What follows belongs to an exercise in optimizing a design on an open flow for small area, a short achievable clock period and few clock cycles per item; a production flow would make more cautious choices. Function was checked by simulation only, so behaviour that the tests miss may differ from the original. Power and IR drop assume default switching activity.

==> flow/design.v <==
`timescale 1ns / 1ps
module mod_mul64_module
#(
    parameter A_WIDTH = 64,
    parameter B_WIDTH = 64,
    parameter N_WIDTH = 64
)
(
    input clk,
    input rst,
    input start,
    input [A_WIDTH-1:0] A,
    input [B_WIDTH-1:0] B,
    input [N_WIDTH-1:0] N,
    output [N_WIDTH-1:0] P,
    output done
);
    localparam W = 68;
    localparam IDLE = 3'd0;
    localparam NORM = 3'd1;
    localparam LOOP = 3'd2;
    localparam CONV = 3'd3;
    localparam SHR  = 3'd4;
    reg [2:0] state;
    reg done_reg;
    reg [5:0] sc;
    reg [6:0] cnt;
    reg b_reg;
    reg md2;     
    reg md1;     
    reg mdh;     
    reg mda;     
    reg [63:0] n_reg;
    reg [3:0] a_hi;
    reg [W-1:0] S, C;
    wire mlp = md2;
    wire mh1 = md1 & !(start & (state == IDLE));
    wire [W-1:0] s_in = ({W{md2}} & {S[W-2:0], 1'b0})
                      | ({W{mh1}} & S)
                      | ({W{mdh}} & {1'b0, S[W-1:1]});
    wire [W-1:0] c_in = ({W{md2}} & {C[W-2:0], 1'b0})
                      | ({W{mh1 | mdh}} & C);
    wire xb = mlp & b_reg;
    wire [W-1:0] x = {4'b0000, {4{xb}} & a_hi, {60{xb}} & A[59:0]};
    wire [W-1:0] s1 = s_in ^ c_in ^ x;
    wire [W-1:0] maj1 = (s_in & c_in) | (s_in & x) | (c_in & x);
    wire [W-1:0] c1 = {maj1[W-2:0], 1'b0};
    wire [7:0] e_s = S[W-2:W-9];
    wire [7:0] e_c = C[W-2:W-9];
    wire [7:0] e_x = {4'b0000, {4{b_reg}} & a_hi};
    wire [7:0] e_s1 = e_s ^ e_c ^ e_x;
    wire [7:0] e_c1 = (e_s & e_c) | (e_s & e_x) | (e_c & e_x);
    wire [6:0] f;
    add7 u_add7 (.a(e_s1[7:1]), .b(e_c1[6:0]), .s(f));
    wire neg_f = f[6];
    wire [5:0] fl = f[5:0];
    wire ge2 = !neg_f;
    wire ge1 = !neg_f | (fl == 6'd63);
    reg ge0, gem1;
    always @(*) begin
        case (n_reg[62:61])
            2'd0: begin ge0 = !neg_f | (fl >= 6'd58); gem1 = !neg_f | (fl >= 6'd53); end
            2'd1: begin ge0 = !neg_f | (fl >= 6'd57); gem1 = !neg_f | (fl >= 6'd51); end
            2'd2: begin ge0 = !neg_f | (fl >= 6'd56); gem1 = !neg_f | (fl >= 6'd49); end
            default: begin ge0 = !neg_f | (fl >= 6'd55); gem1 = !neg_f | (fl >= 6'd47); end
        endcase
    end
    wire sub2 = mlp & ge2;
    wire sub1 = mlp & ge1 & !ge2;
    wire add1 = (mlp & gem1 & !ge0) | mda;
    wire add2 = mlp & !gem1;
    wire neg = sub1 | sub2;
    wire [W-1:0] n1 = {4'b0000, n_reg};
    wire [W-1:0] n2 = {3'b000, n_reg, 1'b0};
    wire [W-1:0] y = ({W{add1}} & n1) | ({W{add2}} & n2)
                   | ({W{sub1}} & ~n1) | ({W{sub2}} & ~n2);
    wire [W-1:0] s2 = s1 ^ c1 ^ y;
    wire [W-1:0] maj2 = (s1 & c1) | (s1 & y) | (c1 & y);
    wire [W-1:0] c2 = {maj2[W-2:0], neg};
    always @(posedge clk) begin
        S <= s2;
        C <= c2;
        a_hi <= A[63:60];
    end
    wire [W-1:0] h_s = S ^ C;
    wire [W-1:0] h_c = {S[W-2:0] & C[W-2:0], 1'b0};
    wire cz_next = ~|(h_s & h_c);
    wire neg_next = h_s[W-1] ^ h_c[W-1];
    wire [6:0] cnt_n = cnt + 7'd1;
    wire [5:0] bidx = ~cnt_n[5:0];
    always @(posedge clk) begin
        if (state == IDLE)
            n_reg <= N;
        else if (state == NORM)
            n_reg <= {n_reg[62:0], 1'b0};
    end
    always @(posedge clk, posedge rst) begin
        if (rst) begin
            state <= IDLE;
            done_reg <= 1'b0;
            sc <= 6'd0;
            cnt <= 7'd0;
            b_reg <= 1'b0;
            md2 <= 1'b0;
            md1 <= 1'b1;
            mdh <= 1'b0;
            mda <= 1'b0;
        end
        else begin
            md2 <= 1'b0;
            md1 <= 1'b0;
            mdh <= 1'b0;
            mda <= 1'b0;
            case (state)
                IDLE: begin
                    b_reg <= B[63];
                    cnt <= 7'd0;
                    sc <= 6'd0;
                    if (start) begin
                        done_reg <= 1'b0;
                        if (N[63]) begin
                            state <= LOOP;
                            md2 <= 1'b1;
                        end
                        else
                            state <= NORM;
                    end
                    else
                        md1 <= 1'b1;
                end
                NORM: begin
                    sc <= sc + 6'd1;
                    if (n_reg[62]) begin
                        state <= LOOP;
                        md2 <= 1'b1;
                    end
                end
                LOOP: begin
                    cnt <= cnt_n;
                    b_reg <= !cnt_n[6] & B[bidx];
                    if (cnt == {1'b0, sc} + 7'd63) begin
                        state <= CONV;
                        md1 <= 1'b1;
                        mda <= 1'b1;
                    end
                    else
                        md2 <= 1'b1;
                end
                CONV: begin
                    md1 <= 1'b1;
                    if (!mda && cz_next) begin
                        if (neg_next)
                            mda <= 1'b1;
                        else if (sc != 6'd0) begin
                            state <= SHR;
                            md1 <= 1'b0;
                            mdh <= 1'b1;
                        end
                        else begin
                            state <= IDLE;
                            done_reg <= 1'b1;
                        end
                    end
                end
                SHR: begin
                    sc <= sc - 6'd1;
                    if (sc == 6'd1) begin
                        state <= IDLE;
                        done_reg <= 1'b1;
                        md1 <= 1'b1;
                    end
                    else
                        mdh <= 1'b1;
                end
                default: state <= IDLE;
            endcase
        end
    end
    assign P = S[63:0];
    assign done = done_reg;
endmodule
module add7 (
    input [6:0] a,
    input [6:0] b,
    output [6:0] s
);
    wire [6:0] g0 = a & b;
    wire [6:0] p0 = a ^ b;
    wire [6:0] g1, p1;
    assign g1[0] = g0[0];
    assign p1[0] = p0[0];
    genvar i;
    generate
        for (i = 1; i < 7; i = i + 1) begin : l1
            assign g1[i] = g0[i] | (p0[i] & g0[i-1]);
            assign p1[i] = p0[i] & p0[i-1];
        end
    endgenerate
    wire [6:0] g2, p2;
    assign g2[1:0] = g1[1:0];
    assign p2[1:0] = p1[1:0];
    generate
        for (i = 2; i < 7; i = i + 1) begin : l2
            assign g2[i] = g1[i] | (p1[i] & g1[i-2]);
            assign p2[i] = p1[i] & p1[i-2];
        end
    endgenerate
    wire [6:0] g3;
    assign g3[3:0] = g2[3:0];
    generate
        for (i = 4; i < 7; i = i + 1) begin : l3
            assign g3[i] = g2[i] | (p2[i] & g2[i-4]);
        end
    endgenerate
    assign s = p0 ^ {g3[5:0], 1'b0};
endmodule
==> flow/run.sh <==
#!/bin/bash
# synth_recipe.tcl (not shown) runs the flow's synth.tcl, then flattens the netlist and writes it again
# the make line also repeats each setting of config.mk as NAME=value (left out here)
make -C /OpenROAD-flow-scripts/flow DESIGN_CONFIG=/design/flow/config.mk WORK_HOME=/design/flow/orfs CLKGATE_MAP_FILE= SYNTH_SCRIPT=/design/flow/synth_recipe.tcl finish
==> flow/config.mk <==
export PLATFORM = sky130hd
export DESIGN_NAME = mod_mul64_module
export DESIGN_NICKNAME = mod_mul64_module
export VERILOG_FILES = /design/flow/design.v
export SDC_FILE = /design/flow/constraint.sdc
export NUM_CORES = 4
export LEC_CHECK = 0
export CAP_MARGIN = 20
export CORE_MARGIN = 2
export CORE_UTILIZATION = 40
export SLEW_MARGIN = 20
==> flow/constraint.sdc <==
create_clock -name core_clock -period 6.0 [get_ports {clk}]
set_input_delay 1.2000 -clock core_clock [delete_from_list [all_inputs] [get_ports {clk}]]
set_output_delay 1.2000 -clock core_clock [all_outputs]
set_load 0.01 [all_outputs]
==> flow_metrics.tcl <==
set metrics [dict create \
    cts_tree "yes" \
    dp.cells 2261 \
    synth_top_family_by_area "adder cells" \
    p_per_area_nw_per_um2 630.7 \
    arrival_ns 5.25 \
    rows 74 \
    worstHoldStart "done_reg" \
    setup_viol 0 \
    post_cts_resized 0 \
    worstPathRequired_ns 6.43 \
    finalPower_w 0.01259 \
    first_iter_violations 1482 \
    routed_wirelength_um 52220 \
    netlist_instances 1625 \
    root_buffer "clkbuf_16" \
    core_area_um2 40830 \
    tightestPinTransition_ns 1.075 \
    synth_xor_area_share_pct 1.333 \
    post-cts-setup-buffers 0 \
    worstRegToRegCells 14 \
    fin_ws_ns 1.174 \
    slew_headroom_pct 28.31 \
    cts_hold_buf 0 \
    worst_hold_path.num_cells 2 \
    ioPinCount 260 \
    area_delta_synth_final_pct 20.86 \
    maxCapViolCount 0 \
    worstSetupStartpoint "b_reg" \
    drc_errors 0 \
    grt_overflow 0 \
    async_reset_ff_share_pct 9.735 \
    hold_end "done_reg" \
    post-place-ws_ns 1.246 \
    synth_fa_ha_area_share_pct 22.52 \
    final_cell_mix "259 x clkdlybuf4s50_1, 217 x nand2_1, 162 x inv_1, 140 x dfxtp_1, 134 x fa_1" \
    syn_area_per_cell_um2 10.17 \
    htreeDepth 1 \
    regToRegStartpoint "b_reg" \
    yosysSeqAreaShare_pct 31.93 \
    grt_first_pass_wirelength_um 81870 \
    start_kind "flop" \
    avgViaCountPerCell 5.829 \
    die_height_um 207.2 \
    finalCritPeriodShare_pct 80.44 \
    synthMuxAreaShare_pct 7.043 \
    synth_area_um2 16520 \
    cp_max_fo 38 \
    finalNonFillerCells 2315 \
    ir_drop_mv 0.4251 \
    timing.rr.end "S[39]" \
    wl_per_cell_um 22.56 \
    numCtsBuffers 28 \
    firstDrtPassIters 7 \
    drive_above_1_share_pct 9.259 \
    synth-main-ff-cell "dfxtp_1" \
    synth_edf_count 64 \
    status "timing/DRC/antenna clean" \
    track_usage_pct 24.06 \
    cp_slowest_cell "a31o_2" \
    port_buffers 259 \
    endpoint_kind "flop" \
    slowest_delay_ns 0.64 \
    clkLatencyLatePin_ns 0.56 \
    rsz0062_at_grt "false" \
    crit_top_cell "fa_1" \
    grt_pass1_vias 13520 \
    slew_violations 0 \
    max_freq_mhz 207.2 \
    design.die.area_um2 42950 \
    min_period_ns 4.826 \
    initial_core_util_pct 40.46 \
    final_common_cell "clkdlybuf4s50_1" \
    synth_compound_area_share_pct 19.58 \
    hpwl_um 38200 \
    cts_max_path_buffers 3 \
    synth.distinct_cells 71 \
    synth-simple-area-share_pct 8.012 \
    final-hold-violation-count 0 \
    hold_class "flop to flop" \
    grt_max_degree 97 \
    tns_ns 0 \
    route.vias.total 13490 \
    p_leak_nw 8.633 \
    cts.clk_slew.worst_paths_ns 0.06 \
    drtAntennaViolNets 0 \
    worstSetupPathType "flop to flop" \
    synth_seq_cells 226 \
    die_w_um 207.2 \
    fill_cells 3710 \
    crit_chain "nand2_1 -> fa_1 -> inv_1 -> ha_1 -> fa_1 -> a211oi_2 -> nor2_2 -> xnor2_1 -> o31ai_1 -> a31o_2 -> buf_12 -> o22ai_1 -> a211o_1 -> fa_1" \
    gp_congestion 0.8398 \
    syn-num-nets 2037 \
    fin_nets 2172 \
    clkSinkCount 226 \
    r2r_slack_ns 1.17 \
    antenna_found_initial 3 \
    clock_skew_ns 0.02405 \
    yosys_warnings 1 \
]
## layout make-up
| class | instances | area (µm²) | share of cell area, % |
|---|---|---|---|
| tap | 532 | 665.6 | 3.334 |
| clock buffer | 38 | 860.8 | 4.311 |
| antenna | 1 | 2.502 | 0.01253 |
| multi-input combinational | 1065 | 9682 | 48.49 |
| timing repair buffer | 276 | 2770 | 13.87 |
| sequential | 226 | 5283 | 26.46 |
| inverter | 163 | 611.8 | 3.064 |
| clock inverter | 14 | 92.59 | 0.4637 |
## how the worst max path moves through the flow
stage | end | slack (ns)
6_report | S[39] | 1.17
3_5_place_dp | S[48] | 1.25
4_1_cts | S[33] | 1.25
2_1_floorplan | S[62] | 1.92
3_3_place_gp | S[26] | 1.37
5_1_grt | S[42] | 0.91
## logic make-up (layout without fill, tap and decap cells)
family                     Yosys count  in the layout
xor gates and xnor gates            23             23
AOI/OAI and AO/OA                  434            434
buffers and inverters              334            491
and+or+nand+nor                    305            305
other                                0              1
muxes                               86             86
adders and majority gates          217            217
DFF                                226            226
## report_power, final
| part | leakage [nW] | switching [W] | internal [W] |
|---|---|---|---|
| combinational | 6.13 | 0.00430 | 0.00328 |
| clock | 0.471 | 0.000695 | 0.00104 |
| sequential | 2.03 | 0.000968 | 0.00231 |
## cells in the mapped netlist, types with 6 or more instances
library cell / n / area share [%]
a211o_1: 63 / 3.3
a21oi_1: 18 / 0.55
a221oi_1: 10 / 0.53
a222oi_1: 67 / 4.1
a22o_1: 14 / 0.74
a22oi_1: 79 / 3.6
and2_1: 6 / 0.23
and3_1: 6 / 0.23
buf_1: 9 / 0.20
buf_2: 10 / 0.30
buf_4: 69 / 3.1
buf_6: 7 / 0.48
clkbuf_1: 75 / 1.7
dfrtp_1: 21 / 3.2
dfxtp_1: 140 / 17
edfxtp_1: 64 / 12
fa_1: 134 / 16
ha_1: 83 / 6.3
inv_1: 162 / 3.7
mux2_2: 62 / 4.2
mux2i_1: 6 / 0.36
mux4_2: 18 / 2.5
nand2_1: 218 / 5.0
nand3_1: 18 / 0.55
nand4_1: 8 / 0.30
nor2_1: 17 / 0.39
nor3_1: 10 / 0.30
o21ai_0: 82 / 2.5
o22ai_1: 65 / 2.5
xnor2_1: 7 / 0.37
xor2_1: 15 / 0.80
## per-layer routing
layer	global-route usage, %	share of wire [%]
met4	7.586	3.2
met5	0	0
met2	37.45	46
met1	33.83	42
met3	4.675	8.6
## critical path: cells and delay by family, from the launching register on
family,cells,cell delay [ns]
compound gates,5,1.72
xor+xnor,1,0.20
fa+ha+maj,4,1.69
buf+inv,2,0.35
flops,1,0.50
simple gates,2,0.21
## per-stage QoR
stage	hold WS, ns	instance area (µm²)	util (%)
after floorplan	0.5106	16520	-
after global placement	0.5301	18990	46.51
after detailed placement	0.5320	18990	46.51
after CTS	0.5471	19950	48.85
after global routing	0.5594	19970	48.90
final	0.5330	19970	48.90
Testbench counts, summed over its fixed seeds: cycles 14,350, ops 192.

## static timing again, ports no longer ideal
Ports are ideal in the flow. The routed layout listed here was re-timed in OpenROAD. Step 1, drivers: a clkbuf_16 drives clk and a buf_2 each remaining input, both assumed. Step 2 moves the port delays by t, midway between the first and last clock arrival at a register: inputs arrive t later, outputs are due t later. That takes back most of the time a late clock gives input paths. a / b / c = no drivers / after step 1 / after step 2; a / b = the first two.
shift t [ns]: 0.599
setup WS [ns]: 1.174 / 1.174 / 1.174
worst setup path at the end: register to register
cell pins on the clock port's net: 1
After both steps setup and hold are still met in this run. The setup slack of this run moves by 0.000 ns with the drivers and by 0.000 ns with both steps.
